Background: an optimization exercise with open tools, aiming at small area. Do not read the settings as production practice. No run shown here included a check of the RTL's function; only the layout flow was run. Power and IR drop assume default switching activity.

## flow/flow/run.sh

```bash
#!/bin/bash
# Layout flow: the standard flow (standard.sh), with two changes:
#  - synthesis is the standard synthesis script, except that the final ABC
#    mapping uses an area-oriented script (flow/abc_area.script) instead of
#    ORFS's delay-oriented one; timing is then repaired by OpenROAD as usual.
#  - port buffers are sky130_fd_sc_hd__buf_1 instead of the default choice.
# Each tool's output goes to a log file in this folder.
set -euo pipefail
W=$(pwd)
ABC=$W/flow/abc_area.script
# synthesis script: ORFS synth.tcl with the abc script swapped
sed "s#^  log_cmd abc {\*}\$abc_args#  lset abc_args 1 $ABC\n  log_cmd abc {*}\$abc_args#" \
  "$FLOW_HOME/scripts/synth.tcl" > "$W/synth_area.tcl"
grep -q "lset abc_args 1" "$W/synth_area.tcl"
sed "s#^source .*synth.tcl\$#source $W/synth_area.tcl#" "$W/synth_recipe.tcl" > "$W/synth_recipe_area.tcl"
grep -q "synth_area.tcl" "$W/synth_recipe_area.tcl"
bash standard.sh SYNTH_SCRIPT="$W/synth_recipe_area.tcl" \
  BUFFER_PORTS_ARGS="-buffer_cell sky130_fd_sc_hd__buf_1" finish > "$W/standard.log" 2>&1
```

## flow/flow/abc_area.script

```
&get -n
&st
&dc2
&dch -f
&nf -R 1000
&put
topo
stime -c
```

## flow/standard.sh

```bash
#!/bin/bash
# synth_recipe.tcl (not shown) runs the flow's synth.tcl, then flattens the netlist and writes it again
# the make line also repeats each setting of config.mk as NAME=value (left out here)
make -C /OpenROAD-flow-scripts/flow DESIGN_CONFIG=/design/flow/config.mk WORK_HOME=/design/flow/orfs CLKGATE_MAP_FILE= SYNTH_SCRIPT=/design/flow/synth_recipe.tcl "${@:-finish}"
```

## flow/config.mk

```make
export PLATFORM = sky130hd
export DESIGN_NAME = alu
export DESIGN_NICKNAME = alu
export VERILOG_FILES = /design/flow/design.v
export SDC_FILE = /design/flow/constraint.sdc
export NUM_CORES = 4
export LEC_CHECK = 0
export CAP_MARGIN = 20
export CORE_MARGIN = 2
export CORE_UTILIZATION = 72
export CTS_BUF_LIST = sky130_fd_sc_hd__clkbuf_4
export GPL_TIMING_DRIVEN = 0
export SLEW_MARGIN = 20
export SYNTH_HIERARCHICAL = 1
export SYNTH_MINIMUM_KEEP_SIZE = 0
```

## flow/constraint.sdc

```tcl
create_clock -name core_clock -period 6.5 [get_ports {clk}]
set_input_delay 1.3000 -clock core_clock [delete_from_list [all_inputs] [get_ports {clk}]]
set_output_delay 1.3000 -clock core_clock [all_outputs]
set_load 0.01 [all_outputs]
```

## flow/design.v

```verilog
module alu (
    input wire clk,
    input wire reset,
    input wire [3:0] opcode,
    input wire [15:0] operand_a,
    input wire [15:0] operand_b,
    output reg [15:0] result,
    output wire overflow_flag
);
  wire        sub = ~opcode[1] & (opcode[0] ^ opcode[2]);
  wire [15:0] bx = operand_b ^ {16{sub}};
  wire ap0 = operand_a[0] ^ bx[0];
  wire ag0 = operand_a[0] & bx[0];
  wire ap1 = operand_a[1] ^ bx[1];
  wire ag1 = operand_a[1] & bx[1];
  wire ap2 = operand_a[2] ^ bx[2];
  wire ag2 = operand_a[2] & bx[2];
  wire ap3 = operand_a[3] ^ bx[3];
  wire ag3 = operand_a[3] & bx[3];
  wire ap4 = operand_a[4] ^ bx[4];
  wire ag4 = operand_a[4] & bx[4];
  wire ap5 = operand_a[5] ^ bx[5];
  wire ag5 = operand_a[5] & bx[5];
  wire ap6 = operand_a[6] ^ bx[6];
  wire ag6 = operand_a[6] & bx[6];
  wire ap7 = operand_a[7] ^ bx[7];
  wire ag7 = operand_a[7] & bx[7];
  wire ap8 = operand_a[8] ^ bx[8];
  wire ag8 = operand_a[8] & bx[8];
  wire ap9 = operand_a[9] ^ bx[9];
  wire ag9 = operand_a[9] & bx[9];
  wire ap10 = operand_a[10] ^ bx[10];
  wire ag10 = operand_a[10] & bx[10];
  wire ap11 = operand_a[11] ^ bx[11];
  wire ag11 = operand_a[11] & bx[11];
  wire ap12 = operand_a[12] ^ bx[12];
  wire ag12 = operand_a[12] & bx[12];
  wire ap13 = operand_a[13] ^ bx[13];
  wire ag13 = operand_a[13] & bx[13];
  wire ap14 = operand_a[14] ^ bx[14];
  wire ag14 = operand_a[14] & bx[14];
  wire ap15 = operand_a[15] ^ bx[15];
  wire ag15 = operand_a[15] & bx[15];
  wire agc0 = ag0 | (ap0 & sub);
  wire aG1_1 = ag1 | (ap1 & agc0);
  wire aP1_1 = ap1 & ap0;
  wire aG1_3 = ag3 | (ap3 & ag2);
  wire aP1_3 = ap3 & ap2;
  wire aG1_5 = ag5 | (ap5 & ag4);
  wire aP1_5 = ap5 & ap4;
  wire aG1_7 = ag7 | (ap7 & ag6);
  wire aP1_7 = ap7 & ap6;
  wire aG1_9 = ag9 | (ap9 & ag8);
  wire aP1_9 = ap9 & ap8;
  wire aG1_11 = ag11 | (ap11 & ag10);
  wire aP1_11 = ap11 & ap10;
  wire aG1_13 = ag13 | (ap13 & ag12);
  wire aP1_13 = ap13 & ap12;
  wire aG1_15 = ag15 | (ap15 & ag14);
  wire aP1_15 = ap15 & ap14;
  wire aG2_2 = ag2 | (ap2 & aG1_1);
  wire aP2_2 = ap2 & aP1_1;
  wire aG2_3 = aG1_3 | (aP1_3 & aG1_1);
  wire aP2_3 = aP1_3 & aP1_1;
  wire aG2_6 = ag6 | (ap6 & aG1_5);
  wire aP2_6 = ap6 & aP1_5;
  wire aG2_7 = aG1_7 | (aP1_7 & aG1_5);
  wire aP2_7 = aP1_7 & aP1_5;
  wire aG2_10 = ag10 | (ap10 & aG1_9);
  wire aP2_10 = ap10 & aP1_9;
  wire aG2_11 = aG1_11 | (aP1_11 & aG1_9);
  wire aP2_11 = aP1_11 & aP1_9;
  wire aG2_14 = ag14 | (ap14 & aG1_13);
  wire aP2_14 = ap14 & aP1_13;
  wire aG2_15 = aG1_15 | (aP1_15 & aG1_13);
  wire aP2_15 = aP1_15 & aP1_13;
  wire aG3_4 = ag4 | (ap4 & aG2_3);
  wire aP3_4 = ap4 & aP2_3;
  wire aG3_5 = aG1_5 | (aP1_5 & aG2_3);
  wire aP3_5 = aP1_5 & aP2_3;
  wire aG3_6 = aG2_6 | (aP2_6 & aG2_3);
  wire aP3_6 = aP2_6 & aP2_3;
  wire aG3_7 = aG2_7 | (aP2_7 & aG2_3);
  wire aP3_7 = aP2_7 & aP2_3;
  wire aG3_12 = ag12 | (ap12 & aG2_11);
  wire aP3_12 = ap12 & aP2_11;
  wire aG3_13 = aG1_13 | (aP1_13 & aG2_11);
  wire aP3_13 = aP1_13 & aP2_11;
  wire aG3_14 = aG2_14 | (aP2_14 & aG2_11);
  wire aP3_14 = aP2_14 & aP2_11;
  wire aG3_15 = aG2_15 | (aP2_15 & aG2_11);
  wire aP3_15 = aP2_15 & aP2_11;
  wire aG4_8 = ag8 | (ap8 & aG3_7);
  wire aP4_8 = ap8 & aP3_7;
  wire aG4_9 = aG1_9 | (aP1_9 & aG3_7);
  wire aP4_9 = aP1_9 & aP3_7;
  wire aG4_10 = aG2_10 | (aP2_10 & aG3_7);
  wire aP4_10 = aP2_10 & aP3_7;
  wire aG4_11 = aG2_11 | (aP2_11 & aG3_7);
  wire aP4_11 = aP2_11 & aP3_7;
  wire aG4_12 = aG3_12 | (aP3_12 & aG3_7);
  wire aP4_12 = aP3_12 & aP3_7;
  wire aG4_13 = aG3_13 | (aP3_13 & aG3_7);
  wire aP4_13 = aP3_13 & aP3_7;
  wire aG4_14 = aG3_14 | (aP3_14 & aG3_7);
  wire aP4_14 = aP3_14 & aP3_7;
  wire aG4_15 = aG3_15 | (aP3_15 & aG3_7);
  wire aP4_15 = aP3_15 & aP3_7;
  wire ac0 = sub;
  wire as0 = ap0 ^ sub;
  wire ac1 = agc0;
  wire as1 = ap1 ^ agc0;
  wire ac2 = aG1_1;
  wire as2 = ap2 ^ aG1_1;
  wire ac3 = aG2_2;
  wire as3 = ap3 ^ aG2_2;
  wire ac4 = aG2_3;
  wire as4 = ap4 ^ aG2_3;
  wire ac5 = aG3_4;
  wire as5 = ap5 ^ aG3_4;
  wire ac6 = aG3_5;
  wire as6 = ap6 ^ aG3_5;
  wire ac7 = aG3_6;
  wire as7 = ap7 ^ aG3_6;
  wire ac8 = aG3_7;
  wire as8 = ap8 ^ aG3_7;
  wire ac9 = aG4_8;
  wire as9 = ap9 ^ aG4_8;
  wire ac10 = aG4_9;
  wire as10 = ap10 ^ aG4_9;
  wire ac11 = aG4_10;
  wire as11 = ap11 ^ aG4_10;
  wire ac12 = aG4_11;
  wire as12 = ap12 ^ aG4_11;
  wire ac13 = aG4_12;
  wire as13 = ap13 ^ aG4_12;
  wire ac14 = aG4_13;
  wire as14 = ap14 ^ aG4_13;
  wire ac15 = aG4_14;
  wire as15 = ap15 ^ aG4_14;
  wire [16:0] sum = {aG4_15, as15, as14, as13, as12, as11, as10, as9, as8, as7, as6, as5, as4, as3, as2, as1, as0};
  wire [15:0] ap = {ap15, ap14, ap13, ap12, ap11, ap10, ap9, ap8, ap7, ap6, ap5, ap4, ap3, ap2, ap1, ap0};
  wire [15:0] ag = {ag15, ag14, ag13, ag12, ag11, ag10, ag9, ag8, ag7, ag6, ag5, ag4, ag3, ag2, ag1, ag0};
  wire [15:0] ac = {ac15, ac14, ac13, ac12, ac11, ac10, ac9, ac8, ac7, ac6, ac5, ac4, ac3, ac2, ac1, ac0};
  wire        ovf = (operand_a[15] == bx[15]) & (sum[15] != operand_a[15]);
  wire        lt = ~sum[16];
  assign overflow_flag = (opcode[3:1] == 3'b000) ? ovf :
                         (opcode == 4'b0100) ? lt : 1'b0;
  wire [15:0] mul;
  wire [15:0] onehot = 16'd1 << operand_b[3:0];
  wire [15:0] arev, mrev;
  genvar gi;
  generate for (gi = 0; gi < 16; gi = gi + 1) begin : g_rev
    assign arev[gi] = operand_a[15 - gi];
    assign mrev[gi] = mul[15 - gi];
  end endgenerate
  wire [15:0] ma = opcode[0] ? arev : operand_a;
  wire [15:0] mb = opcode[2] ? onehot : operand_b;
  wire [15:0] man = ~ma;
  wire [15:0] mbn = ~mb;
  wire pp0_0;
  pp_nor upp0_0 (.an(man[0]), .bn(mbn[0]), .y(pp0_0));
  wire pp0_1;
  pp_nor upp0_1 (.an(man[0]), .bn(mbn[1]), .y(pp0_1));
  wire pp0_2;
  pp_nor upp0_2 (.an(man[0]), .bn(mbn[2]), .y(pp0_2));
  wire pp0_3;
  pp_nor upp0_3 (.an(man[0]), .bn(mbn[3]), .y(pp0_3));
  wire pp0_4;
  pp_nor upp0_4 (.an(man[0]), .bn(mbn[4]), .y(pp0_4));
  wire pp0_5;
  pp_nor upp0_5 (.an(man[0]), .bn(mbn[5]), .y(pp0_5));
  wire pp0_6;
  pp_nor upp0_6 (.an(man[0]), .bn(mbn[6]), .y(pp0_6));
  wire pp0_7;
  pp_nor upp0_7 (.an(man[0]), .bn(mbn[7]), .y(pp0_7));
  wire pp0_8;
  pp_nor upp0_8 (.an(man[0]), .bn(mbn[8]), .y(pp0_8));
  wire pp0_9;
  pp_nor upp0_9 (.an(man[0]), .bn(mbn[9]), .y(pp0_9));
  wire pp0_10;
  pp_nor upp0_10 (.an(man[0]), .bn(mbn[10]), .y(pp0_10));
  wire pp0_11;
  pp_nor upp0_11 (.an(man[0]), .bn(mbn[11]), .y(pp0_11));
  wire pp0_12;
  pp_nor upp0_12 (.an(man[0]), .bn(mbn[12]), .y(pp0_12));
  wire pp0_13;
  pp_nor upp0_13 (.an(man[0]), .bn(mbn[13]), .y(pp0_13));
  wire pp0_14;
  pp_nor upp0_14 (.an(man[0]), .bn(mbn[14]), .y(pp0_14));
  wire pp0_15;
  pp_nor upp0_15 (.an(man[0]), .bn(mbn[15]), .y(pp0_15));
  wire pp1_0;
  pp_nor upp1_0 (.an(man[1]), .bn(mbn[0]), .y(pp1_0));
  wire pp1_1;
  pp_nor upp1_1 (.an(man[1]), .bn(mbn[1]), .y(pp1_1));
  wire pp1_2;
  pp_nor upp1_2 (.an(man[1]), .bn(mbn[2]), .y(pp1_2));
  wire pp1_3;
  pp_nor upp1_3 (.an(man[1]), .bn(mbn[3]), .y(pp1_3));
  wire pp1_4;
  pp_nor upp1_4 (.an(man[1]), .bn(mbn[4]), .y(pp1_4));
  wire pp1_5;
  pp_nor upp1_5 (.an(man[1]), .bn(mbn[5]), .y(pp1_5));
  wire pp1_6;
  pp_nor upp1_6 (.an(man[1]), .bn(mbn[6]), .y(pp1_6));
  wire pp1_7;
  pp_nor upp1_7 (.an(man[1]), .bn(mbn[7]), .y(pp1_7));
  wire pp1_8;
  pp_nor upp1_8 (.an(man[1]), .bn(mbn[8]), .y(pp1_8));
  wire pp1_9;
  pp_nor upp1_9 (.an(man[1]), .bn(mbn[9]), .y(pp1_9));
  wire pp1_10;
  pp_nor upp1_10 (.an(man[1]), .bn(mbn[10]), .y(pp1_10));
  wire pp1_11;
  pp_nor upp1_11 (.an(man[1]), .bn(mbn[11]), .y(pp1_11));
  wire pp1_12;
  pp_nor upp1_12 (.an(man[1]), .bn(mbn[12]), .y(pp1_12));
  wire pp1_13;
  pp_nor upp1_13 (.an(man[1]), .bn(mbn[13]), .y(pp1_13));
  wire pp1_14;
  pp_nor upp1_14 (.an(man[1]), .bn(mbn[14]), .y(pp1_14));
  wire pp2_0;
  pp_nor upp2_0 (.an(man[2]), .bn(mbn[0]), .y(pp2_0));
  wire pp2_1;
  pp_nor upp2_1 (.an(man[2]), .bn(mbn[1]), .y(pp2_1));
  wire pp2_2;
  pp_nor upp2_2 (.an(man[2]), .bn(mbn[2]), .y(pp2_2));
  wire pp2_3;
  pp_nor upp2_3 (.an(man[2]), .bn(mbn[3]), .y(pp2_3));
  wire pp2_4;
  pp_nor upp2_4 (.an(man[2]), .bn(mbn[4]), .y(pp2_4));
  wire pp2_5;
  pp_nor upp2_5 (.an(man[2]), .bn(mbn[5]), .y(pp2_5));
  wire pp2_6;
  pp_nor upp2_6 (.an(man[2]), .bn(mbn[6]), .y(pp2_6));
  wire pp2_7;
  pp_nor upp2_7 (.an(man[2]), .bn(mbn[7]), .y(pp2_7));
  wire pp2_8;
  pp_nor upp2_8 (.an(man[2]), .bn(mbn[8]), .y(pp2_8));
  wire pp2_9;
  pp_nor upp2_9 (.an(man[2]), .bn(mbn[9]), .y(pp2_9));
  wire pp2_10;
  pp_nor upp2_10 (.an(man[2]), .bn(mbn[10]), .y(pp2_10));
  wire pp2_11;
  pp_nor upp2_11 (.an(man[2]), .bn(mbn[11]), .y(pp2_11));
  wire pp2_12;
  pp_nor upp2_12 (.an(man[2]), .bn(mbn[12]), .y(pp2_12));
  wire pp2_13;
  pp_nor upp2_13 (.an(man[2]), .bn(mbn[13]), .y(pp2_13));
  wire pp3_0;
  pp_nor upp3_0 (.an(man[3]), .bn(mbn[0]), .y(pp3_0));
  wire pp3_1;
  pp_nor upp3_1 (.an(man[3]), .bn(mbn[1]), .y(pp3_1));
  wire pp3_2;
  pp_nor upp3_2 (.an(man[3]), .bn(mbn[2]), .y(pp3_2));
  wire pp3_3;
  pp_nor upp3_3 (.an(man[3]), .bn(mbn[3]), .y(pp3_3));
  wire pp3_4;
  pp_nor upp3_4 (.an(man[3]), .bn(mbn[4]), .y(pp3_4));
  wire pp3_5;
  pp_nor upp3_5 (.an(man[3]), .bn(mbn[5]), .y(pp3_5));
  wire pp3_6;
  pp_nor upp3_6 (.an(man[3]), .bn(mbn[6]), .y(pp3_6));
  wire pp3_7;
  pp_nor upp3_7 (.an(man[3]), .bn(mbn[7]), .y(pp3_7));
  wire pp3_8;
  pp_nor upp3_8 (.an(man[3]), .bn(mbn[8]), .y(pp3_8));
  wire pp3_9;
  pp_nor upp3_9 (.an(man[3]), .bn(mbn[9]), .y(pp3_9));
  wire pp3_10;
  pp_nor upp3_10 (.an(man[3]), .bn(mbn[10]), .y(pp3_10));
  wire pp3_11;
  pp_nor upp3_11 (.an(man[3]), .bn(mbn[11]), .y(pp3_11));
  wire pp3_12;
  pp_nor upp3_12 (.an(man[3]), .bn(mbn[12]), .y(pp3_12));
  wire pp4_0;
  pp_nor upp4_0 (.an(man[4]), .bn(mbn[0]), .y(pp4_0));
  wire pp4_1;
  pp_nor upp4_1 (.an(man[4]), .bn(mbn[1]), .y(pp4_1));
  wire pp4_2;
  pp_nor upp4_2 (.an(man[4]), .bn(mbn[2]), .y(pp4_2));
  wire pp4_3;
  pp_nor upp4_3 (.an(man[4]), .bn(mbn[3]), .y(pp4_3));
  wire pp4_4;
  pp_nor upp4_4 (.an(man[4]), .bn(mbn[4]), .y(pp4_4));
  wire pp4_5;
  pp_nor upp4_5 (.an(man[4]), .bn(mbn[5]), .y(pp4_5));
  wire pp4_6;
  pp_nor upp4_6 (.an(man[4]), .bn(mbn[6]), .y(pp4_6));
  wire pp4_7;
  pp_nor upp4_7 (.an(man[4]), .bn(mbn[7]), .y(pp4_7));
  wire pp4_8;
  pp_nor upp4_8 (.an(man[4]), .bn(mbn[8]), .y(pp4_8));
  wire pp4_9;
  pp_nor upp4_9 (.an(man[4]), .bn(mbn[9]), .y(pp4_9));
  wire pp4_10;
  pp_nor upp4_10 (.an(man[4]), .bn(mbn[10]), .y(pp4_10));
  wire pp4_11;
  pp_nor upp4_11 (.an(man[4]), .bn(mbn[11]), .y(pp4_11));
  wire pp5_0;
  pp_nor upp5_0 (.an(man[5]), .bn(mbn[0]), .y(pp5_0));
  wire pp5_1;
  pp_nor upp5_1 (.an(man[5]), .bn(mbn[1]), .y(pp5_1));
  wire pp5_2;
  pp_nor upp5_2 (.an(man[5]), .bn(mbn[2]), .y(pp5_2));
  wire pp5_3;
  pp_nor upp5_3 (.an(man[5]), .bn(mbn[3]), .y(pp5_3));
  wire pp5_4;
  pp_nor upp5_4 (.an(man[5]), .bn(mbn[4]), .y(pp5_4));
  wire pp5_5;
  pp_nor upp5_5 (.an(man[5]), .bn(mbn[5]), .y(pp5_5));
  wire pp5_6;
  pp_nor upp5_6 (.an(man[5]), .bn(mbn[6]), .y(pp5_6));
  wire pp5_7;
  pp_nor upp5_7 (.an(man[5]), .bn(mbn[7]), .y(pp5_7));
  wire pp5_8;
  pp_nor upp5_8 (.an(man[5]), .bn(mbn[8]), .y(pp5_8));
  wire pp5_9;
  pp_nor upp5_9 (.an(man[5]), .bn(mbn[9]), .y(pp5_9));
  wire pp5_10;
  pp_nor upp5_10 (.an(man[5]), .bn(mbn[10]), .y(pp5_10));
  wire pp6_0;
  pp_nor upp6_0 (.an(man[6]), .bn(mbn[0]), .y(pp6_0));
  wire pp6_1;
  pp_nor upp6_1 (.an(man[6]), .bn(mbn[1]), .y(pp6_1));
  wire pp6_2;
  pp_nor upp6_2 (.an(man[6]), .bn(mbn[2]), .y(pp6_2));
  wire pp6_3;
  pp_nor upp6_3 (.an(man[6]), .bn(mbn[3]), .y(pp6_3));
  wire pp6_4;
  pp_nor upp6_4 (.an(man[6]), .bn(mbn[4]), .y(pp6_4));
  wire pp6_5;
  pp_nor upp6_5 (.an(man[6]), .bn(mbn[5]), .y(pp6_5));
  wire pp6_6;
  pp_nor upp6_6 (.an(man[6]), .bn(mbn[6]), .y(pp6_6));
  wire pp6_7;
  pp_nor upp6_7 (.an(man[6]), .bn(mbn[7]), .y(pp6_7));
  wire pp6_8;
  pp_nor upp6_8 (.an(man[6]), .bn(mbn[8]), .y(pp6_8));
  wire pp6_9;
  pp_nor upp6_9 (.an(man[6]), .bn(mbn[9]), .y(pp6_9));
  wire pp7_0;
  pp_nor upp7_0 (.an(man[7]), .bn(mbn[0]), .y(pp7_0));
  wire pp7_1;
  pp_nor upp7_1 (.an(man[7]), .bn(mbn[1]), .y(pp7_1));
  wire pp7_2;
  pp_nor upp7_2 (.an(man[7]), .bn(mbn[2]), .y(pp7_2));
  wire pp7_3;
  pp_nor upp7_3 (.an(man[7]), .bn(mbn[3]), .y(pp7_3));
  wire pp7_4;
  pp_nor upp7_4 (.an(man[7]), .bn(mbn[4]), .y(pp7_4));
  wire pp7_5;
  pp_nor upp7_5 (.an(man[7]), .bn(mbn[5]), .y(pp7_5));
  wire pp7_6;
  pp_nor upp7_6 (.an(man[7]), .bn(mbn[6]), .y(pp7_6));
  wire pp7_7;
  pp_nor upp7_7 (.an(man[7]), .bn(mbn[7]), .y(pp7_7));
  wire pp7_8;
  pp_nor upp7_8 (.an(man[7]), .bn(mbn[8]), .y(pp7_8));
  wire pp8_0;
  pp_nor upp8_0 (.an(man[8]), .bn(mbn[0]), .y(pp8_0));
  wire pp8_1;
  pp_nor upp8_1 (.an(man[8]), .bn(mbn[1]), .y(pp8_1));
  wire pp8_2;
  pp_nor upp8_2 (.an(man[8]), .bn(mbn[2]), .y(pp8_2));
  wire pp8_3;
  pp_nor upp8_3 (.an(man[8]), .bn(mbn[3]), .y(pp8_3));
  wire pp8_4;
  pp_nor upp8_4 (.an(man[8]), .bn(mbn[4]), .y(pp8_4));
  wire pp8_5;
  pp_nor upp8_5 (.an(man[8]), .bn(mbn[5]), .y(pp8_5));
  wire pp8_6;
  pp_nor upp8_6 (.an(man[8]), .bn(mbn[6]), .y(pp8_6));
  wire pp8_7;
  pp_nor upp8_7 (.an(man[8]), .bn(mbn[7]), .y(pp8_7));
  wire pp9_0;
  pp_nor upp9_0 (.an(man[9]), .bn(mbn[0]), .y(pp9_0));
  wire pp9_1;
  pp_nor upp9_1 (.an(man[9]), .bn(mbn[1]), .y(pp9_1));
  wire pp9_2;
  pp_nor upp9_2 (.an(man[9]), .bn(mbn[2]), .y(pp9_2));
  wire pp9_3;
  pp_nor upp9_3 (.an(man[9]), .bn(mbn[3]), .y(pp9_3));
  wire pp9_4;
  pp_nor upp9_4 (.an(man[9]), .bn(mbn[4]), .y(pp9_4));
  wire pp9_5;
  pp_nor upp9_5 (.an(man[9]), .bn(mbn[5]), .y(pp9_5));
  wire pp9_6;
  pp_nor upp9_6 (.an(man[9]), .bn(mbn[6]), .y(pp9_6));
  wire pp10_0;
  pp_nor upp10_0 (.an(man[10]), .bn(mbn[0]), .y(pp10_0));
  wire pp10_1;
  pp_nor upp10_1 (.an(man[10]), .bn(mbn[1]), .y(pp10_1));
  wire pp10_2;
  pp_nor upp10_2 (.an(man[10]), .bn(mbn[2]), .y(pp10_2));
  wire pp10_3;
  pp_nor upp10_3 (.an(man[10]), .bn(mbn[3]), .y(pp10_3));
  wire pp10_4;
  pp_nor upp10_4 (.an(man[10]), .bn(mbn[4]), .y(pp10_4));
  wire pp10_5;
  pp_nor upp10_5 (.an(man[10]), .bn(mbn[5]), .y(pp10_5));
  wire pp11_0;
  pp_nor upp11_0 (.an(man[11]), .bn(mbn[0]), .y(pp11_0));
  wire pp11_1;
  pp_nor upp11_1 (.an(man[11]), .bn(mbn[1]), .y(pp11_1));
  wire pp11_2;
  pp_nor upp11_2 (.an(man[11]), .bn(mbn[2]), .y(pp11_2));
  wire pp11_3;
  pp_nor upp11_3 (.an(man[11]), .bn(mbn[3]), .y(pp11_3));
  wire pp11_4;
  pp_nor upp11_4 (.an(man[11]), .bn(mbn[4]), .y(pp11_4));
  wire pp12_0;
  pp_nor upp12_0 (.an(man[12]), .bn(mbn[0]), .y(pp12_0));
  wire pp12_1;
  pp_nor upp12_1 (.an(man[12]), .bn(mbn[1]), .y(pp12_1));
  wire pp12_2;
  pp_nor upp12_2 (.an(man[12]), .bn(mbn[2]), .y(pp12_2));
  wire pp12_3;
  pp_nor upp12_3 (.an(man[12]), .bn(mbn[3]), .y(pp12_3));
  wire pp13_0;
  pp_nor upp13_0 (.an(man[13]), .bn(mbn[0]), .y(pp13_0));
  wire pp13_1;
  pp_nor upp13_1 (.an(man[13]), .bn(mbn[1]), .y(pp13_1));
  wire pp13_2;
  pp_nor upp13_2 (.an(man[13]), .bn(mbn[2]), .y(pp13_2));
  wire pp14_0;
  pp_nor upp14_0 (.an(man[14]), .bn(mbn[0]), .y(pp14_0));
  wire pp14_1;
  pp_nor upp14_1 (.an(man[14]), .bn(mbn[1]), .y(pp14_1));
  wire pp15_0;
  pp_nor upp15_0 (.an(man[15]), .bn(mbn[0]), .y(pp15_0));
  wire s1, c2;
  ha_cell us1 (.a(pp0_13), .b(pp10_3), .s(s1), .co(c2));
  wire s3, c4;
  fa_cell us3 (.a(pp0_14), .b(pp10_4), .c(pp11_3), .s(s3), .co(c4));
  wire s5, c6;
  ha_cell us5 (.a(pp12_2), .b(pp13_1), .s(s5), .co(c6));
  wire s7, c8;
  ha_cell us7 (.a(pp0_9), .b(pp1_8), .s(s7), .co(c8));
  wire s9, c10;
  fa_cell us9 (.a(pp0_10), .b(pp10_0), .c(pp1_9), .s(s9), .co(c10));
  wire s11, c12;
  ha_cell us11 (.a(pp2_8), .b(pp3_7), .s(s11), .co(c12));
  wire s13, c14;
  fa_cell us13 (.a(pp0_11), .b(pp10_1), .c(pp11_0), .s(s13), .co(c14));
  wire s15, c16;
  fa_cell us15 (.a(pp1_10), .b(pp2_9), .c(pp3_8), .s(s15), .co(c16));
  wire s17, c18;
  ha_cell us17 (.a(pp4_7), .b(pp5_6), .s(s17), .co(c18));
  wire s19, c20;
  fa_cell us19 (.a(pp0_12), .b(pp10_2), .c(pp11_1), .s(s19), .co(c20));
  wire s21, c22;
  fa_cell us21 (.a(pp12_0), .b(pp1_11), .c(pp2_10), .s(s21), .co(c22));
  wire s23, c24;
  fa_cell us23 (.a(pp3_9), .b(pp4_8), .c(pp5_7), .s(s23), .co(c24));
  wire s25, c26;
  ha_cell us25 (.a(pp6_6), .b(pp7_5), .s(s25), .co(c26));
  wire s27, c28;
  fa_cell us27 (.a(pp11_2), .b(pp12_1), .c(pp13_0), .s(s27), .co(c28));
  wire s29, c30;
  fa_cell us29 (.a(pp1_12), .b(pp2_11), .c(pp3_10), .s(s29), .co(c30));
  wire s31, c32;
  fa_cell us31 (.a(pp4_9), .b(pp5_8), .c(pp6_7), .s(s31), .co(c32));
  wire s33, c34;
  fa_cell us33 (.a(pp7_6), .b(pp8_5), .c(pp9_4), .s(s33), .co(c34));
  wire s35, c36;
  fa_cell us35 (.a(pp14_0), .b(pp1_13), .c(pp2_12), .s(s35), .co(c36));
  wire s37, c38;
  fa_cell us37 (.a(pp3_11), .b(pp4_10), .c(pp5_9), .s(s37), .co(c38));
  wire s39, c40;
  fa_cell us39 (.a(pp6_8), .b(pp7_7), .c(pp8_6), .s(s39), .co(c40));
  wire s41, c42;
  fa_cell us41 (.a(pp9_5), .b(c2), .c(s5), .s(s41), .co(c42));
  wire s43, c44;
  ha_cell us43 (.a(pp0_6), .b(pp1_5), .s(s43), .co(c44));
  wire s45, c46;
  fa_cell us45 (.a(pp0_7), .b(pp1_6), .c(pp2_5), .s(s45), .co(c46));
  wire s47, c48;
  ha_cell us47 (.a(pp3_4), .b(pp4_3), .s(s47), .co(c48));
  wire s49, c50;
  fa_cell us49 (.a(pp0_8), .b(pp1_7), .c(pp2_6), .s(s49), .co(c50));
  wire s51, c52;
  fa_cell us51 (.a(pp3_5), .b(pp4_4), .c(pp5_3), .s(s51), .co(c52));
  wire s53, c54;
  ha_cell us53 (.a(pp6_2), .b(pp7_1), .s(s53), .co(c54));
  wire s55, c56;
  fa_cell us55 (.a(pp2_7), .b(pp3_6), .c(pp4_5), .s(s55), .co(c56));
  wire s57, c58;
  fa_cell us57 (.a(pp5_4), .b(pp6_3), .c(pp7_2), .s(s57), .co(c58));
  wire s59, c60;
  fa_cell us59 (.a(pp8_1), .b(pp9_0), .c(s7), .s(s59), .co(c60));
  wire s61, c62;
  fa_cell us61 (.a(pp4_6), .b(pp5_5), .c(pp6_4), .s(s61), .co(c62));
  wire s63, c64;
  fa_cell us63 (.a(pp7_3), .b(pp8_2), .c(pp9_1), .s(s63), .co(c64));
  wire s65, c66;
  fa_cell us65 (.a(c8), .b(s11), .c(s9), .s(s65), .co(c66));
  wire s67, c68;
  fa_cell us67 (.a(pp6_5), .b(pp7_4), .c(pp8_3), .s(s67), .co(c68));
  wire s69, c70;
  fa_cell us69 (.a(pp9_2), .b(c12), .c(s17), .s(s69), .co(c70));
  wire s71, c72;
  fa_cell us71 (.a(c10), .b(s13), .c(s15), .s(s71), .co(c72));
  wire s73, c74;
  fa_cell us73 (.a(pp8_4), .b(pp9_3), .c(c18), .s(s73), .co(c74));
  wire s75, c76;
  fa_cell us75 (.a(s25), .b(c14), .c(c16), .s(s75), .co(c76));
  wire s77, c78;
  fa_cell us77 (.a(s19), .b(s21), .c(s23), .s(s77), .co(c78));
  wire s79, c80;
  fa_cell us79 (.a(c26), .b(s1), .c(c20), .s(s79), .co(c80));
  wire s81, c82;
  fa_cell us81 (.a(c22), .b(c24), .c(s27), .s(s81), .co(c82));
  wire s83, c84;
  fa_cell us83 (.a(s29), .b(s31), .c(s33), .s(s83), .co(c84));
  wire s85, c86;
  fa_cell us85 (.a(c28), .b(c30), .c(c32), .s(s85), .co(c86));
  wire s87, c88;
  fa_cell us87 (.a(c34), .b(s3), .c(s35), .s(s87), .co(c88));
  wire s89, c90;
  fa_cell us89 (.a(s37), .b(s39), .c(s41), .s(s89), .co(c90));
  wire s91, c92;
  ha_cell us91 (.a(pp0_4), .b(pp1_3), .s(s91), .co(c92));
  wire s93, c94;
  fa_cell us93 (.a(pp0_5), .b(pp1_4), .c(pp2_3), .s(s93), .co(c94));
  wire s95, c96;
  ha_cell us95 (.a(pp3_2), .b(pp4_1), .s(s95), .co(c96));
  wire s97, c98;
  fa_cell us97 (.a(pp2_4), .b(pp3_3), .c(pp4_2), .s(s97), .co(c98));
  wire s99, c100;
  fa_cell us99 (.a(pp5_1), .b(pp6_0), .c(s43), .s(s99), .co(c100));
  wire s101, c102;
  fa_cell us101 (.a(pp5_2), .b(pp6_1), .c(pp7_0), .s(s101), .co(c102));
  wire s103, c104;
  fa_cell us103 (.a(c44), .b(s47), .c(s45), .s(s103), .co(c104));
  wire s105, c106;
  fa_cell us105 (.a(pp8_0), .b(c48), .c(s53), .s(s105), .co(c106));
  wire s107, c108;
  fa_cell us107 (.a(c46), .b(s49), .c(s51), .s(s107), .co(c108));
  wire s109, c110;
  fa_cell us109 (.a(c54), .b(c50), .c(c52), .s(s109), .co(c110));
  wire s111, c112;
  fa_cell us111 (.a(s55), .b(s57), .c(s59), .s(s111), .co(c112));
  wire s113, c114;
  fa_cell us113 (.a(c56), .b(c58), .c(s61), .s(s113), .co(c114));
  wire s115, c116;
  fa_cell us115 (.a(s63), .b(c60), .c(s65), .s(s115), .co(c116));
  wire s117, c118;
  fa_cell us117 (.a(c62), .b(c64), .c(s67), .s(s117), .co(c118));
  wire s119, c120;
  fa_cell us119 (.a(s69), .b(c66), .c(s71), .s(s119), .co(c120));
  wire s121, c122;
  fa_cell us121 (.a(c68), .b(c70), .c(s73), .s(s121), .co(c122));
  wire s123, c124;
  fa_cell us123 (.a(c72), .b(s75), .c(s77), .s(s123), .co(c124));
  wire s125, c126;
  fa_cell us125 (.a(c74), .b(c76), .c(c78), .s(s125), .co(c126));
  wire s127, c128;
  fa_cell us127 (.a(s79), .b(s81), .c(s83), .s(s127), .co(c128));
  wire s129, c130;
  fa_cell us129 (.a(c80), .b(c82), .c(c84), .s(s129), .co(c130));
  wire s131, c132;
  fa_cell us131 (.a(s85), .b(s87), .c(s89), .s(s131), .co(c132));
  wire s133, c134;
  ha_cell us133 (.a(pp0_3), .b(pp1_2), .s(s133), .co(c134));
  wire s135, c136;
  fa_cell us135 (.a(pp2_2), .b(pp3_1), .c(pp4_0), .s(s135), .co(c136));
  wire s137, c138;
  fa_cell us137 (.a(pp5_0), .b(c92), .c(s95), .s(s137), .co(c138));
  wire s139, c140;
  fa_cell us139 (.a(c96), .b(c94), .c(s97), .s(s139), .co(c140));
  wire s141, c142;
  fa_cell us141 (.a(c98), .b(s101), .c(c100), .s(s141), .co(c142));
  wire s143, c144;
  fa_cell us143 (.a(c102), .b(s105), .c(c104), .s(s143), .co(c144));
  wire s145, c146;
  fa_cell us145 (.a(c106), .b(c108), .c(s109), .s(s145), .co(c146));
  wire s147, c148;
  fa_cell us147 (.a(c110), .b(s113), .c(c112), .s(s147), .co(c148));
  wire s149, c150;
  fa_cell us149 (.a(c114), .b(s117), .c(c116), .s(s149), .co(c150));
  wire s151, c152;
  fa_cell us151 (.a(c118), .b(s121), .c(c120), .s(s151), .co(c152));
  wire s153, c154;
  fa_cell us153 (.a(c122), .b(c124), .c(s125), .s(s153), .co(c154));
  wire s155, c156;
  fa_cell us155 (.a(c126), .b(c128), .c(s129), .s(s155), .co(c156));
  wire s157, c158;
  ha_cell us157 (.a(pp0_2), .b(pp1_1), .s(s157), .co(c158));
  wire s159, c160;
  fa_cell us159 (.a(pp2_1), .b(pp3_0), .c(s133), .s(s159), .co(c160));
  wire s161, c162;
  fa_cell us161 (.a(c134), .b(s91), .c(s135), .s(s161), .co(c162));
  wire s163, c164;
  fa_cell us163 (.a(c136), .b(s93), .c(s137), .s(s163), .co(c164));
  wire s165, c166;
  fa_cell us165 (.a(c138), .b(s99), .c(s139), .s(s165), .co(c166));
  wire s167, c168;
  fa_cell us167 (.a(c140), .b(s103), .c(s141), .s(s167), .co(c168));
  wire s169, c170;
  fa_cell us169 (.a(s107), .b(c142), .c(s143), .s(s169), .co(c170));
  wire s171, c172;
  fa_cell us171 (.a(s111), .b(c144), .c(s145), .s(s171), .co(c172));
  wire s173, c174;
  fa_cell us173 (.a(c146), .b(s115), .c(s147), .s(s173), .co(c174));
  wire s175, c176;
  fa_cell us175 (.a(s119), .b(c148), .c(s149), .s(s175), .co(c176));
  wire s177, c178;
  fa_cell us177 (.a(s123), .b(c150), .c(s151), .s(s177), .co(c178));
  wire s179, c180;
  fa_cell us179 (.a(s127), .b(c152), .c(s153), .s(s179), .co(c180));
  wire s181, c182;
  fa_cell us181 (.a(s131), .b(c154), .c(s155), .s(s181), .co(c182));
  wire x183 = pp0_15 ^ pp10_5;
  wire x184 = pp11_4 ^ pp12_3;
  wire x185 = pp13_2 ^ pp14_1;
  wire x186 = pp15_0 ^ pp1_14;
  wire x187 = pp2_13 ^ pp3_12;
  wire x188 = pp4_11 ^ pp5_10;
  wire x189 = pp6_9 ^ pp7_8;
  wire x190 = pp8_7 ^ pp9_6;
  wire x191 = x183 ^ x184;
  wire x192 = x185 ^ x186;
  wire x193 = x187 ^ x188;
  wire x194 = x189 ^ x190;
  wire x195 = c6 ^ x191;
  wire x196 = x192 ^ x193;
  wire x197 = x194 ^ c36;
  wire x198 = c38 ^ c4;
  wire x199 = c40 ^ x195;
  wire x200 = x196 ^ x197;
  wire x201 = x198 ^ c42;
  wire x202 = x199 ^ x200;
  wire x203 = c86 ^ x201;
  wire x204 = c88 ^ x202;
  wire x205 = x203 ^ x204;
  wire x206 = c90 ^ x205;
  wire x207 = c130 ^ x206;
  wire x208 = x207 ^ c132;
  wire x209 = c156 ^ x208;
  wire [14:0] fsum = {c182, c180, c178, c176, c174, c172, c170, c168, c166, c164, c162, c160, c158, pp2_0, pp0_1} + {x209, s181, s179, s177, s175, s173, s171, s169, s167, s165, s163, s161, s159, s157, pp1_0};
  assign mul = {fsum[14], fsum[13], fsum[12], fsum[11], fsum[10], fsum[9], fsum[8], fsum[7], fsum[6], fsum[5], fsum[4], fsum[3], fsum[2], fsum[1], fsum[0], pp0_0};
  wire        op_arith = ~opcode[3] & ~opcode[2] & ~opcode[1];
  wire        sel_x = op_arith | (opcode == 4'b0101);
  wire        sel_mul = ~opcode[3] & opcode[1] & ~opcode[0];
  wire        sel_rev = (opcode == 4'b0111);
  wire        sel_and = (opcode == 4'b0011);
  wire        sel_or = (opcode == 4'b0100);
  wire [15:0] xs = ap ^ (ac & {16{op_arith}});
  wire [15:0] next = ({16{sel_x}} & xs) | ({16{sel_mul}} & mul) | ({16{sel_rev}} & mrev) |
                     ({16{sel_and}} & ag) | ({16{sel_or}} & (operand_a | ~ap));
  always @(posedge clk or posedge reset) begin
    if (reset) begin
      result <= 16'h0000;
    end else begin
      result <= next;
    end
  end
endmodule
module fa_cell (input wire a, input wire b, input wire c, output wire s, output wire co);
  assign s = a ^ b ^ c;
  assign co = (a & b) | (a & c) | (b & c);
endmodule
module ha_cell (input wire a, input wire b, output wire s, output wire co);
  assign s = a ^ b;
  assign co = a & b;
endmodule
module carry_p (input wire x, input wire y, input wire p, input wire ci, output wire con);
  assign con = ~((x & y) | (p & ci));
endmodule
module carry_n (input wire x, input wire y, input wire cin, output wire co);
  assign co = ~(~(x & y) & (~(x | y) | cin));
endmodule
module pp_nor (input wire an, input wire bn, output wire y);
  assign y = ~(an | bn);
endmodule
```

==> results of run 1 <==
## routing by layer
metal / vias up / GRT usage (%) / part of all wire, %
li1: 2146 / - / -
met2: 373 / 65.62 / 47
met1: 2346 / 49.79 / 37
met5: - / 0 / 0
met3: 100 / 9.049 / 10
met4: 0 / 19.97 / 5.4
## metrics by stage
step / std cells / cell area, um^2
floorplan: 591 / 5155
global placement: 741 / 5478
detailed placement: 749 / 5604
CTS: 753 / 5674
global route: 754 / 5743
finish: 754 / 5743
## worst max-delay path, delay by kind of cell
family	cells	cell delay (ps)
xor gates and xnor gates	1	320
and+or+nand+nor	5	1250
AOI/OAI and AO/OA	7	1230
buffers and inverters	1	270
adders and majority gates	5	2200
## per-module statistics from Yosys, one instance, submodules excluded
module   flip-flops and latches  copies in the design  area (um^2)  cells
alu                          16                     1         2920    364
ha_cell                       0                    13        12.51      1
pp_nor                        0                   136        3.754      1
fa_cell                       0                    78        20.02      1
## Yosys cell counts
master	n	area, um^2
nor2_1	177	664.4
fa_1	79	1582
ha_1	59	738.2
xnor2_1	39	341.6
clkinv_1	30	112.6
a21oi_1	27	135.1
xor2_1	24	210.2
nand2_1	19	71.32
o21ai_0	19	95.09
mux2i_1	17	170.2
dfrtp_1	16	400.4
a22oi_1	11	82.58
nor3_1	9	45.04
o21bai_1	9	67.56
a221oi_1	7	61.31
nor2b_1	7	43.79
a32oi_1	6	52.55
a221o_1	4	40.04
o31ai_1	4	30.03
o21a_1	3	22.52
a21o_1	2	15.01
o211ai_1	2	15.01
o221ai_1	2	17.52
o22ai_1	2	12.51
o311ai_0	2	17.52
or3_1	2	12.51
a211oi_1	1	7.510
a222oi_1	1	10.01
a31o_1	1	8.760
and2_0	1	6.260
nand3_1	1	5.000
nand4_1	1	6.260
nor3b_1	1	7.510
nor4_1	1	6.260
nor4b_1	1	8.760
o22a_1	1	8.760
o32ai_1	1	8.760
or2_0	1	6.260
or3b_1	1	8.760
## where the power goes
part / switching (mW) / internal (mW)
Sequential: 0.00809 / 0.132
Clock: 0.0333 / 0.0223
Combinational: 0.730 / 0.484
Total: 0.771 / 0.638
## area by class of cell
class                   count  area [um^2]
flip-flops and latches     16        400.4
repair buffers             63        297.8
well taps                  96        120.1
inverters                  30        117.6
clock inverters             1        3.754
clock buffers               3        22.52
fillers                   412         1126
multi-input cells         545         4781
## kinds of logic after synthesis
| kind of cell | count (synthesis) | share of synthesized area (%) |
|---|---|---|
| and+or+nand+nor | 222 | 17.31 |
| adders and majority gates | 138 | 45.00 |
| AOI/OAI and AO/OA | 105 | 13.74 |
| DFF | 16 | 7.767 |
| muxes | 17 | 3.301 |
| buffers and inverters | 30 | 2.185 |
| xor gates and xnor gates | 63 | 10.70 |
## what timing repair did
action / 4_1_cts / 5_1_grt
resized for setup: 10 / 13
hold endpoints to repair: 0 / 0
endpoints found under the setup margin: 13 / 7
pin swaps: 0 / 1
gates cloned: 0 / 0
setup buffers: 0 / 1
## placed cells by master (no fill, tap or decap), drive strengths merged, types with 7 or more instances in the layout
| cell type | count |
|---|---|
| nor2 | 177 |
| nor2b | 7 |
| o21bai | 9 |
| a21oi | 27 |
| xor2 | 24 |
| fa | 79 |
| a22oi | 11 |
| buf | 60 |
| clkinv | 31 |
| nor3 | 9 |
| xnor2 | 39 |
| nand2 | 19 |
| o21ai | 19 |
| a221oi | 7 |
| mux2i | 17 |
| ha | 59 |
| dfrtp | 16 |
## worst max path at each step
stage	end	slack, ps	cells past startpoint
finish	result[0]$_DFF_PP0_	140	19
global route	overflow_flag	-20	26
CTS	overflow_flag	10	26
detailed placement	result[0]$_DFF_PP0_	-1000	19
global placement	overflow_flag	-1400	25
floorplan	result[14]$_DFF_PP0_	370	14
==> results.txt, run 1 <==
CTS Hold Buffers Added 0; synthesized flop and latch total 16; FP Rows 30; transition time at the pin with the least slew margin 1024 ps; post-route total power 1.409 mW; stage delay of the slowest cell on the critical path 520 ps; outcome no timing/DRC/antenna violations; Final TNS setup 0 ps; synth-to-layout area growth 11.41%; Routability Congestion 0.8850; final HPWL from detailed placement 11780 um; TritonCTS Sinks 16; type of the worst setup path input port to register; kind of launch point of the worst setup path input port; final max-slew violation count 0; number of instances in the synthesized netlist 591; Syn Nets about 770; sequential-to-total area share from yosys stat just under 8%; largest registers result: 16 flops; setup repair after global routing missed its margin yes; fraction of final layout cells with drive strength greater than 1 6.535%; cell breakdown of the critical path buf_1 > and2_0 > nor2_1 > nand2_1 > nor2_1 > fa_1 > fa_1 > fa_1 > fa_1 > ha_1 > a21oi_1 > o21bai_1 > a21oi_1 > o21bai_1 > a21oi_1 > o21ai_0 > xnor2_1 > nand2_1 > o211ai_1; Root Buffer clkbuf_4; global-route wire length before repair 23800 um; Leak Pwr 2.597 nW; detailed-route vias per instance 6.585; register ranked first by flip-flop count result; final clock period utilization by the worst path 97.84%; overflow left after global routing 0; worst endpoint data arrival time 6570 ps; crit path capture type register; number of distinct standard cells referenced by the synthesized netlist 39; post-CTS clock slew at the launch and capture registers of the worst setup and hold paths around 100 ps; highest clock rate ~0.16 GHz; worst hold slack between 900 and 1000 ps; largest buffer count on any clock path 2; die area 7853 um^2; worst relative slew slack 29.75%; overall fraction of global-route tracks in use 39.94%; slowest library cell on the worst path and2_0; Max IR drop VDD 299.4 uV; startpoint of the worst setup timing path operand_b[3]; routed wirelength normalized by instance count roughly 20 um; total number of H-tree levels 1; number of warnings printed during yosys synthesis 7; worst setup margin 140.6 ps; Worst path most repeated cell fa_1; Mapped Area 5155 um^2; placement-stage worst setup slack -1004 ps; number of vias in the routed layout 4965; synthesized area per cell 8.722 um^2; total setup violations reported at the end of the flow 0; number of antenna violations at the first check in global routing 0; sum of routed wire length over all layers 15230 um; maximum number of pins on one net before global-route repair 24; width of the chip 88.62 um; top fanout value on the critical path 9; Hold Violations, Final 0; via count of the first global-routing pass between 5k and 6k; flip-flop count of the largest register, all copies and words added 16; standard cell core area 6869 um^2; max-cap violations 0; number of buffers created by CTS 3; post-route antenna net violation count 0; I/O pin total 55; Inserted Diodes 0; Layout Utilization 83.61%; worst path required time between 6000 and 7000 ps; remaining design rule violation count 0; 1st-iter DRT viols 366; number of nets in the layout roughly 840; height of the chip 88.62 um; count of input and output buffers 54; starting utilization of the core area 75.05%; PD cells 245.4 nW/um^2; CTS tree built; crit path time final 6359 ps; drt first pass iters 5; Hold Path Class input port to asynchronous set/reset pin
==> run 2: changes to the inputs <==
--- a/flow/design.v
+++ b/flow/design.v
@@ -144,4 +144,4 @@
   wire [15:0] ac = {ac15, ac14, ac13, ac12, ac11, ac10, ac9, ac8, ac7, ac6, ac5, ac4, ac3, ac2, ac1, ac0};
-  wire        ovf = (operand_a[15] == bx[15]) & (sum[15] != operand_a[15]);
   wire        lt = ~sum[16];
+  wire        ovf = (operand_a[15] == bx[15]) & (xs[15] != operand_a[15]);
   assign overflow_flag = (opcode[3:1] == 3'b000) ? ovf :
@@ -647,3 +647,3 @@
   wire        sel_rev = (opcode == 4'b0111);
-  wire        sel_and = (opcode == 4'b0011);
+  wire        sel_ag = (opcode == 4'b0011) | (opcode == 4'b0100);
   wire        sel_or = (opcode == 4'b0100);
@@ -651,3 +651,3 @@
   wire [15:0] next = ({16{sel_x}} & xs) | ({16{sel_mul}} & mul) | ({16{sel_rev}} & mrev) |
-                     ({16{sel_and}} & ag) | ({16{sel_or}} & (operand_a | ~ap));
+                     ({16{sel_ag}} & ag) | ({16{sel_or}} & operand_b);
   always @(posedge clk or posedge reset) begin
==> results.txt, run 2 <==
outcome no timing/DRC/antenna violations; sum of routed wire length over all layers 14900 um (-2.2%); crit path time final 6353 ps (-6.161 ps); number of instances in the synthesized netlist 558 (-5.6%); most common cell in the netlist nor2_1; number of nets in the layout 795 (-4.8%); biggest area consumer among synthesized cells fa_1; CTS tree built; number of warnings printed during yosys synthesis 7 (unchanged); Net Switching 0.7475 mW (-3.0%); sequential cell fraction of total power 10.2% (+0.3 points); kind of launch point of the worst setup path input port; routed wirelength normalized by instance count 20.89 um (+3.5%); Hold Violations, Final 0 (unchanged); worst hold slack 963.0 ps (-0.7050 ps); Max IR drop VDD 217.1 uV (-27%); Routability Congestion 0.9765 (+10%); clock share of power 3.4% (-0.5 points); EDFF count, synth 0 (unchanged); total number of H-tree levels 1 (unchanged); via count of the first global-routing pass 5054 (+0.22%); P_int 0.6208 mW (-2.7%); Mapped Area 4901 um^2 (-4.9%); most numerous cell types in the synthesized netlist nor2_1 (159), fa_1 (79), ha_1 (43); count of input and output buffers 54 (unchanged); highest clock rate 0.1574 GHz (about the same); number of distinct standard cells referenced by the synthesized netlist 37 (-5.1%); TritonCTS Sinks 16 (unchanged); transition time at the pin with the least slew margin 1060 ps (+35.59 ps); post-CTS clock slew at the launch and capture registers of the worst setup and hold paths 70 ps (-30 ps); width of the chip 86.51 um (-2.4%); sequential-to-total area share from yosys stat 8.170% (+0.40 points); die area 7483 um^2 (-4.7%); combinational share of power 86.4% (+0.3 points); most used flip-flop cell after synthesis dfrtp_1; FP Rows 30 (unchanged); commonest non-fill, non-tap cell in the layout nor2_1; flip-flop count of the largest register, all copies and words added 16 (unchanged); max-cap violations 0 (unchanged); final max-slew violation count 0 (unchanged); placement-stage worst setup slack -951.6 ps (+52.45 ps); worst setup margin 146.8 ps (+6.161 ps); number of vias in the routed layout 4785 (-3.6%); synth-to-layout area growth 12.10%; Root Buffer clkbuf_4; type of the worst setup path input port to register; worst endpoint data arrival time 6500 ps (-70 ps); global-route wire length before repair 24390 um (+2.5%); Final TNS setup 0 ps (unchanged); CTS Hold Buffers Added 0 (unchanged); remaining design rule violation count 0 (unchanged); top area cells in the synthesized netlist fa_1 (32%), nor2_1 (12%), ha_1 (11%); Inserted Diodes 0 (unchanged); PD cells 249.1 nW/um^2 (+1.5%); setup repair after global routing missed its margin yes; 1st-iter DRT viols 510 (+39%); startpoint of the worst setup timing path opcode[0]; drt first pass iters 6 (+1); number of antenna violations at the first check in global routing 0 (unchanged); final HPWL from detailed placement 11780 um (about the same); crit path capture type register; post-route antenna net violation count 0 (unchanged); Leak Pwr 2.570 nW (-1.1%); worst path required time 6650 ps (-60 ps); Syn Nets 718 (-6.4%); highest-count cells in the layout ignoring fill and taps nor2_1 (157), fa_1 (79), buf_1 (49), ha_1 (43), xnor2_1 (37); overflow left after global routing 0 (unchanged); synthesized area per cell 8.783 um^2 (+0.70%); worst relative slew slack 27.31% (-2.4 points); total setup violations reported at the end of the flow 0 (unchanged); Hold Path Class input port to asynchronous set/reset pin; standard cell core area 6681 um^2 (-2.7%); top fanout value on the critical path 25 (+16); maximum number of pins on one net before global-route repair 26 (+8.3%); fraction of final layout cells with drive strength greater than 1 7.583% (+1.0 points); detailed-route vias per instance 6.711 (+1.9%); synthesized flop and latch total 16 (unchanged); overall fraction of global-route tracks in use 41.88% (+1.9 points); largest buffer count on any clock path 2 (unchanged); largest registers result: 16 flops; I/O pin total 55 (unchanged); proportion of synthesized flip-flops having asynchronous set or reset 100.0% (unchanged); post-synth top area share 32.27% (+1.6 points); starting utilization of the core area 73.35% (-1.7 points); post-route total power 1.368 mW (-2.9%); number of buffers created by CTS 3 (unchanged); register ranked first by flip-flop count result; final clock period utilization by the worst path 97.74% (about the same); height of the chip 86.51 um (-2.4%); switching power share of the total 54.63% (-0.079 points)
[run 2: cell types whose count changed in the layout (fill, tap and decap cells not counted), moves of 6 or more]
cell	before	now
nand3_1	1	10
a21oi_1	26	33
o22ai_1	2	9
ha_1	59	43
nor2_1	175	157
clkinv_1	30	10
a221oi_1	7	1
a21o_1	2	10
buf_4	5	12
[run 2: critical path: stages]
cell and delay, ps:
buf_6 260, mux2i_2 910, nor2_1 140, fa_1 510, fa_1 400, fa_1 510
fa_1 410, ha_1 330, a21oi_1 230, o21bai_1 100, a21oi_1 230, o21bai_1 90
a21oi_1 220, xor2_1 370, nor2_1 70, or3_1 390
[run 2: per-module statistics from Yosys (local to each module, per instance)]
| module | cells | area, um^2 | copies in the design |
|---|---|---|---|
| alu | 331 | 2666 | 1 |
| fa_cell | 1 | 20.02 | 78 |
| ha_cell | 1 | 12.51 | 13 |
| pp_nor | 1 | 3.754 | 136 |
[run 2: layout make-up]
class | count | area [um^2]
tap | 80 | 100.1
timing repair buffer | 72 | 357.8
sequential | 16 | 400.4
multi-input combinational | 531 | 4567
clock buffer | 3 | 22.52
inverter | 11 | 46.29
fill | 415 | 1187
[run 2: power by group through the flow]
| stage | clock network, mW | logic, mW | registers [mW] |
|---|---|---|---|
| detailed placement | 0 | 1.14 | 0.142 |
| global route | 0.0499 | 1.29 | 0.144 |
| CTS | 0.0463 | 1.15 | 0.140 |
| global placement | 0 | 1.08 | 0.141 |
| floorplan | 0 | 0.791 | 0.161 |
| finish | 0.0462 | 1.18 | 0.140 |
[run 2: cell families after synthesis]
| logic type | count (synthesis) | share of synthesized area, % |
|---|---|---|
| buf+inv | 11 | 0.8425 |
| xor+xnor | 64 | 11.44 |
| simple gates | 214 | 17.62 |
| fa+ha+maj | 122 | 43.25 |
| mux | 17 | 3.497 |
| flops | 16 | 8.169 |
| compound gates | 114 | 15.19 |
[run 2: routing by layer]
layer | vias to the layer above | track usage (%) | share of wire (%)
met1 | 2284 | 53.65 | 38
met5 | - | 0 | 0
met2 | 325 | 67.69 | 47
li1 | 2090 | - | -
met3 | 86 | 7.619 | 9.9
met4 | 0 | 22.44 | 5.2
[run 2: stage by stage]
stage | utilization (%) | cell area (um^2) | std cells
4_1_cts | 81.35 | 5435 | 710
2_1_floorplan | - | 4901 | 558
3_3_place_gp | 77.88 | 5204 | 692
6_report | 82.23 | 5494 | 713
5_1_grt | 82.23 | 5494 | 713
3_5_place_dp | 80.02 | 5346 | 703
[run 2: what timing repair did]
item | 4_1_cts | 5_1_grt
pin swaps | 1 | 1
resized for setup | 9 | 11
gates cloned | 0 | 0
endpoints found under the setup margin | 12 | 7
buffers inserted | 4 | 3
[run 2: worst paths after layout]
kind | endpoint | slack (ps) | depth (start not counted)
worst min-delay path | result[14]$_DFF_PP0_ | 960 | 2
worst max-delay path | result[2]$_DFF_PP0_ | 150 | 16
min in group core_clock | result[15]$_DFF_PP0_ | 1490 | 3
max in group asynchronous | result[6]$_DFF_PP0_ | 5270 | 2
==> run 3: changes to the inputs <==
--- a/flow/config.mk
+++ b/flow/config.mk
@@ -9,4 +9,6 @@
 export CORE_MARGIN = 2
-export CORE_UTILIZATION = 72
+export CORE_UTILIZATION = 76
 export CTS_BUF_LIST = sky130_fd_sc_hd__clkbuf_4
+export CTS_CLUSTER_DIAMETER = 100
+export CTS_CLUSTER_SIZE = 30
 export GPL_TIMING_DRIVEN = 0
==> results.txt, run 3 <==
max-cap violations 0 (unchanged); number of buffers created by CTS 3 (unchanged); post-route antenna net violation count 0 (unchanged); area used by sequential logic in the layout 400.4 um^2 (unchanged); Max IR drop VDD 431.3 uV (+99%); top fanout value on the critical path 18 (-28%); standard cell core area 6277 um^2 (-6.0%); FP Rows 29 (-3.3%); final HPWL from detailed placement 11790 um (+0.11%); layout filler cell count 337 (-19%); number of vias in the routed layout 5074 (+6.0%); top area cells in the synthesized netlist fa_1 (32%), nor2_1 (12%), ha_1 (11%); proportion of synthesized flip-flops having asynchronous set or reset 100.0% (unchanged); sum of routed wire length over all layers 16070 um (+7.9%); maximum number of pins on one net before global-route repair 26 (unchanged); EDFF count, synth 0 (unchanged); die area 7107 um^2 (-5.0%); post-synth top area share 32.27% (unchanged); crit path time final 6580 ps (+226.3 ps); TritonCTS Sinks 16 (unchanged); final max-slew violation count 0 (unchanged); Mapped Area 4901 um^2 (unchanged); detailed-route vias per instance 7.197 (+7.2%); sequential-to-total area share from yosys stat 8.170% (unchanged); most common cell in the netlist nor2_1; type of the worst setup path input port to register; total setup violations reported at the end of the flow 3 (+3); Non-Filler Cell Area, Final 5508 um^2 (+0.25%); drt first pass iters 8 (+2); synth-to-layout area growth 12.38%; failed layout checks negative setup slack; worst endpoint data arrival time 6730 ps (+230 ps); via count of the first global-routing pass 5096 (+0.83%); commonest non-fill, non-tap cell in the layout nor2_1; largest registers result: 16 flops; Hold Path Class input port to asynchronous set/reset pin; Routability Congestion 0.9207 (-5.7%); register ranked first by flip-flop count result; remaining design rule violation count 0 (unchanged); I/O pin total 55 (unchanged); Multi-input gate area 4604 um^2 (+0.82%); 1st-iter DRT viols 762 (+49%); highest-count cells in the layout ignoring fill and taps nor2_1 (157), fa_1 (79), buf_1 (49), ha_1 (43), xnor2_1 (37); CTS Hold Buffers Added 0 (unchanged); highest clock rate 0.1520 GHz (-3.4%); flip-flop count of the largest register, all copies and words added 16 (unchanged); routed wirelength normalized by instance count 22.80 um (+9.1%); outcome finished with violations; crit path capture type register; post-route total power 1.434 mW (+4.8%); worst path required time 6650 ps (about the same); height of the chip 84.31 um (-2.5%); number of antenna violations at the first check in global routing 0 (unchanged); kind of launch point of the worst setup path input port; Inserted Diodes 0 (unchanged); worst setup margin -79.58 ps (-226.3 ps); fraction of final layout cells with drive strength greater than 1 6.688% (-0.90 points); synthesized area per cell 8.783 um^2 (unchanged); number of distinct standard cells referenced by the synthesized netlist 37 (unchanged); post-CTS clock slew at the launch and capture registers of the worst setup and hold paths 100 ps (+30 ps); Syn Nets 718 (unchanged); transition time at the pin with the least slew margin 1222 ps (+161.8 ps); largest buffer count on any clock path 2 (unchanged); count of input and output buffers 54 (unchanged); biggest area consumer among synthesized cells fa_1; Leak Pwr 2.555 nW (-0.59%); most used flip-flop cell after synthesis dfrtp_1; starting utilization of the core area 78.07% (+4.7 points); global-route wire length before repair 24570 um (+0.73%); total number of H-tree levels 1 (unchanged); Root Buffer clkbuf_4; Hold Violations, Final 0 (unchanged); Final TNS setup -149.4 ps (-149.4 ps); number of warnings printed during yosys synthesis 7 (unchanged); DP Area 5320 um^2 (-0.49%); width of the chip 84.31 um (-2.5%); final clock period utilization by the worst path 101.2% (+3.5 points); number of nets in the layout 789 (-0.75%); worst relative slew slack 18.16% (-9.1 points); synthesized flop and latch total 16 (unchanged); overall fraction of global-route tracks in use 43.80% (+1.9 points); CTS tree built; most numerous cell types in the synthesized netlist nor2_1 (159), fa_1 (79), ha_1 (43); number of instances in the synthesized netlist 558 (unchanged); startpoint of the worst setup timing path opcode[2]; PD cells 260.3 nW/um^2 (+4.5%); overflow left after global routing 0 (unchanged)
==> run 3: cell types whose count changed in the layout (fill, tap and decap cells not counted), sizes merged <==
cell / before / now
buf: 69 / 63
clkinv: 11 / 12
==> run 3: worst max-delay path, stage by stage <==
cell and delay (ps):
buf_2 250, clkinv_4 230, a22oi_1 820, nor2_1 150
ha_1 360, fa_1 500, fa_1 400, fa_1 520
fa_1 420, ha_1 310, clkinv_1 90, o21ai_0 160
o21ai_0 180, o21bai_1 270, a21oi_1 130, xor2_1 420
o221ai_1 210
==> run 3: where the power goes <==
group	internal [mW]	switching [mW]
sequential	0.132	0.00851
combinational	0.479	0.759
clock	0.0223	0.0331
==> run 3: modules after synthesis, one instance, submodules excluded <==
| module | flops+latches | times used | cells | cell area, um^2 |
|---|---|---|---|---|
| ha_cell | 0 | 13 | 1 | 12.51 |
| pp_nor | 0 | 136 | 1 | 3.754 |
| alu | 16 | 1 | 331 | 2666 |
| fa_cell | 0 | 78 | 1 | 20.02 |
==> run 3: worst max-delay path by stage <==
stage,end,slack (ps),depth (start not counted)
final,result[1]$_DFF_PP0_,-80,17
after global routing,result[0]$_DFF_PP0_,-140,18
after CTS,result[0]$_DFF_PP0_,30,20
after detailed placement,result[0]$_DFF_PP0_,-940,18
after global placement,overflow_flag,-1420,18
after floorplan,overflow_flag,370,16
==> run 3: area by class of cell <==
type                            instances  area share (%)
Tap cell                               77           1.749
Timing Repair Buffer                   66           6.065
Sequential cell                        16           7.269
Inverter                               11          0.8405
Clock inverter                          1         0.06815
Multi-Input combinational cell        531           83.60
Clock buffer                            3          0.4089
==> run 3: per-stage QoR <==
step / util [%] / worst slack [ps] / hold slack (ps) / cells
after global placement: 82.84 / -1418 / 1259 / 689
after CTS: 86.21 / 31.40 / 965.8 / 702
final: 87.74 / -79.58 / 955.5 / 705
after global routing: 87.74 / -140.4 / 990.5 / 705
after floorplan: - / 374.8 / 1146 / 558
after detailed placement: 84.75 / -937.7 / 1288 / 698
==> run 3: layer usage <==
| layer | track usage, % | vias to the layer above | wire, um |
|---|---|---|---|
| met4 | 20.23 | 0 | 1018 |
| met5 | 0 | - | 0 |
| met1 | 57.85 | 2382 | 5511 |
| met3 | 6.686 | 127 | 2010 |
| met2 | 71.72 | 485 | 7529 |
| li1 | - | 2080 | - |
==> run 3: logic make-up after synthesis <==
logic type	Yosys count	synth area share (%)
simple gates	214	17.62
fa+ha+maj	122	43.25
compound gates	114	15.19
xor+xnor	64	11.44
mux	17	3.497
flops	16	8.169
buf+inv	11	0.8425
==> run 3: timing repair <==
| item | in CTS | in global routing |
|---|---|---|
| pin swaps | 0 | 3 |
| endpoints found under the hold margin | 0 | 0 |
| resized for setup | 13 | 12 |
| buffers inserted | 0 | 3 |
| endpoints found under the setup margin | 11 | 7 |
==> run 4: changes to the inputs <==
--- a/flow/config.mk
+++ b/flow/config.mk
@@ -9,7 +9,5 @@
 export CORE_MARGIN = 2
-export CORE_UTILIZATION = 76
+export CORE_UTILIZATION = 72
 export CTS_BUF_LIST = sky130_fd_sc_hd__clkbuf_4
-export CTS_CLUSTER_DIAMETER = 100
-export CTS_CLUSTER_SIZE = 30
-export GPL_TIMING_DRIVEN = 0
+export GPL_TIMING_DRIVEN = 1
 export SLEW_MARGIN = 20
==> results.txt, run 4 <==
kind of launch point of the worst setup path input port; outcome no timing/DRC/antenna violations; synthesized flop and latch total 16 (unchanged); flip-flop count of the largest register, all copies and words added 16 (unchanged); top fanout value on the critical path 9 (-9); via count of the first global-routing pass 4778 (-6.2%); number of standard cells in the layout, taps in and fillers out 730 (+3.5%); most numerous cell types in the synthesized netlist nor2_1 (159), fa_1 (79), ha_1 (43); Hold Path Class input port to asynchronous set/reset pin; CTS Hold Buffers Added 0 (unchanged); post-CTS clock slew at the launch and capture registers of the worst setup and hold paths 80 ps (-20 ps); highest-count cells in the layout ignoring fill and taps nor2_1 (158), fa_1 (79), buf_1 (54), ha_1 (43), xnor2_1 (37); top area cells in the synthesized netlist fa_1 (32%), nor2_1 (12%), ha_1 (11%); number of distinct standard cells referenced by the synthesized netlist 37 (unchanged); transition time at the pin with the least slew margin 1060 ps (-161.8 ps); sum of routed wire length over all layers 14930 um (-7.1%); final clock period utilization by the worst path 97.02% (-4.2 points); count of input and output buffers 54 (unchanged); CTS tree built; biggest area consumer among synthesized cells fa_1; max-cap violations 0 (unchanged); most used flip-flop cell after synthesis dfrtp_1; maximum number of pins on one net before global-route repair 25 (-3.8%); overflow left after global routing 0 (unchanged); number of warnings printed during yosys synthesis 7 (unchanged); fraction of final layout cells with drive strength greater than 1 6.000% (-0.69 points); die area 7483 um^2 (+5.3%); Leak Pwr 2.630 nW (+3.0%); number of instances in the synthesized netlist 558 (unchanged); standard cell core area 6681 um^2 (+6.4%); Placed Instances 726 (+4.0%); final HPWL from detailed placement 12090 um (+2.5%); synth-to-layout area growth 12.61%; worst relative slew slack 29.00% (+11 points); drt first pass iters 6 (-2); remaining design rule violation count 0 (unchanged); highest clock rate 0.1586 GHz (+4.3%); post-synth top area share 32.27% (unchanged); global-route wire length before repair 23510 um (-4.3%); worst endpoint data arrival time 6450 ps (-280 ps); Inserted Diodes 0 (unchanged); height of the chip 86.51 um (+2.6%); total setup violations reported at the end of the flow 0 (-3); Routability Congestion 1.063 (+15%); number of vias in the routed layout 4885 (-3.7%); largest buffer count on any clock path 2 (unchanged); proportion of synthesized flip-flops having asynchronous set or reset 100.0% (unchanged); largest registers result: 16 flops; width of the chip 86.51 um (+2.6%)
## run 4: Yosys stat by module, one instance, submodules excluded
module   area (um^2)  cells  copies in the design  flops+latches
fa_cell        20.02      1                    78              0
alu             2666    331                     1             16
ha_cell        12.51      1                    13              0
pp_nor         3.754      1                   136              0
## run 4: where the power goes
| part | internal [mW] | switching (mW) | total (mW) |
|---|---|---|---|
| sequential | 0.132 | 0.00878 | 0.141 |
| combinational | 0.472 | 0.682 | 1.15 |
| clock | 0.0223 | 0.0288 | 0.0511 |
## run 4: worst max path at each step
stage / cells after the start / slack, ps / from / to
after global placement: 16 / 50 / operand_b[1] / result[14]$_DFF_PP0_
after detailed placement: 18 / -10 / opcode[2] / result[0]$_DFF_PP0_
after floorplan: 16 / 370 / opcode[0] / overflow_flag
final: 16 / 190 / operand_b[1] / result[1]$_DFF_PP0_
after CTS: 18 / 260 / opcode[2] / overflow_flag
after global routing: 18 / 20 / opcode[2] / result[0]$_DFF_PP0_
## run 4: per-stage QoR
step	worst slack [ps]	utilization, %	TNS (ps)	hold slack, ps	total power [mW]
2_1_floorplan	374.8	-	0	1146	0.9512
3_3_place_gp	54.36	82.17	0	1256	1.239
3_5_place_dp	-13.77	82.17	-13.77	1262	1.265
4_1_cts	263.1	82.57	0	956.1	1.323
5_1_grt	19.97	82.60	0	972.3	1.453
6_report	193.6	82.60	0	947.4	1.346
## run 4: cell families after synthesis
family,synth area share (%)
compound gates,15.19
buf+inv,0.8425
simple gates,17.62
fa+ha+maj,43.25
xor+xnor,11.44
mux,3.497
flops,8.169
## run 4: cell type report
| cell class | count | area, um^2 | share of cell area [%] |
|---|---|---|---|
| well taps | 80 | 100.1 | 1.814 |
| flip-flops and latches | 16 | 400.4 | 7.255 |
| clock inverters | 1 | 3.754 | 0.06801 |
| repair buffers | 88 | 483.0 | 8.751 |
| inverters | 11 | 41.29 | 0.7481 |
| multi-input cells | 531 | 4468 | 80.96 |
| clock buffers | 3 | 22.52 | 0.4081 |
## run 4: critical path: stages
cell and delay, ps:
buf_1 210, nor2b_1 240, nor2b_1 160, a22oi_1 580
nor2_1 160, fa_1 610, fa_1 440, fa_1 390
fa_1 520, fa_1 430, ha_1 310, o21ai_0 290
o21bai_1 100, a21oi_1 170, xor2_1 330, o221ai_1 200
## run 4: metal layers
metal / up-vias / track usage [%] / routed length (um)
li1: 2120 / - / -
met1: 2345 / 53.46 / 5631
met2: 344 / 67.97 / 7186
met3: 76 / 7.429 / 1538
met4: 0 / 15.06 / 568
met5: - / 0 / 0
## run 4: timing repair
| action | CTS | global route |
|---|---|---|
| setup endpoints to repair | 0 | 1 |
| resized for setup | 0 | 1 |
| hold endpoints to repair | 0 | 0 |

Check on run 4: ideal ports give 0.194 ns setup slack; a clkbuf_16 on the clock port and buf_2 on the inputs give 0.195 ns; moving port delays by the midpoint clock arrival (0.305 ns) as well gives -0.110 ns.
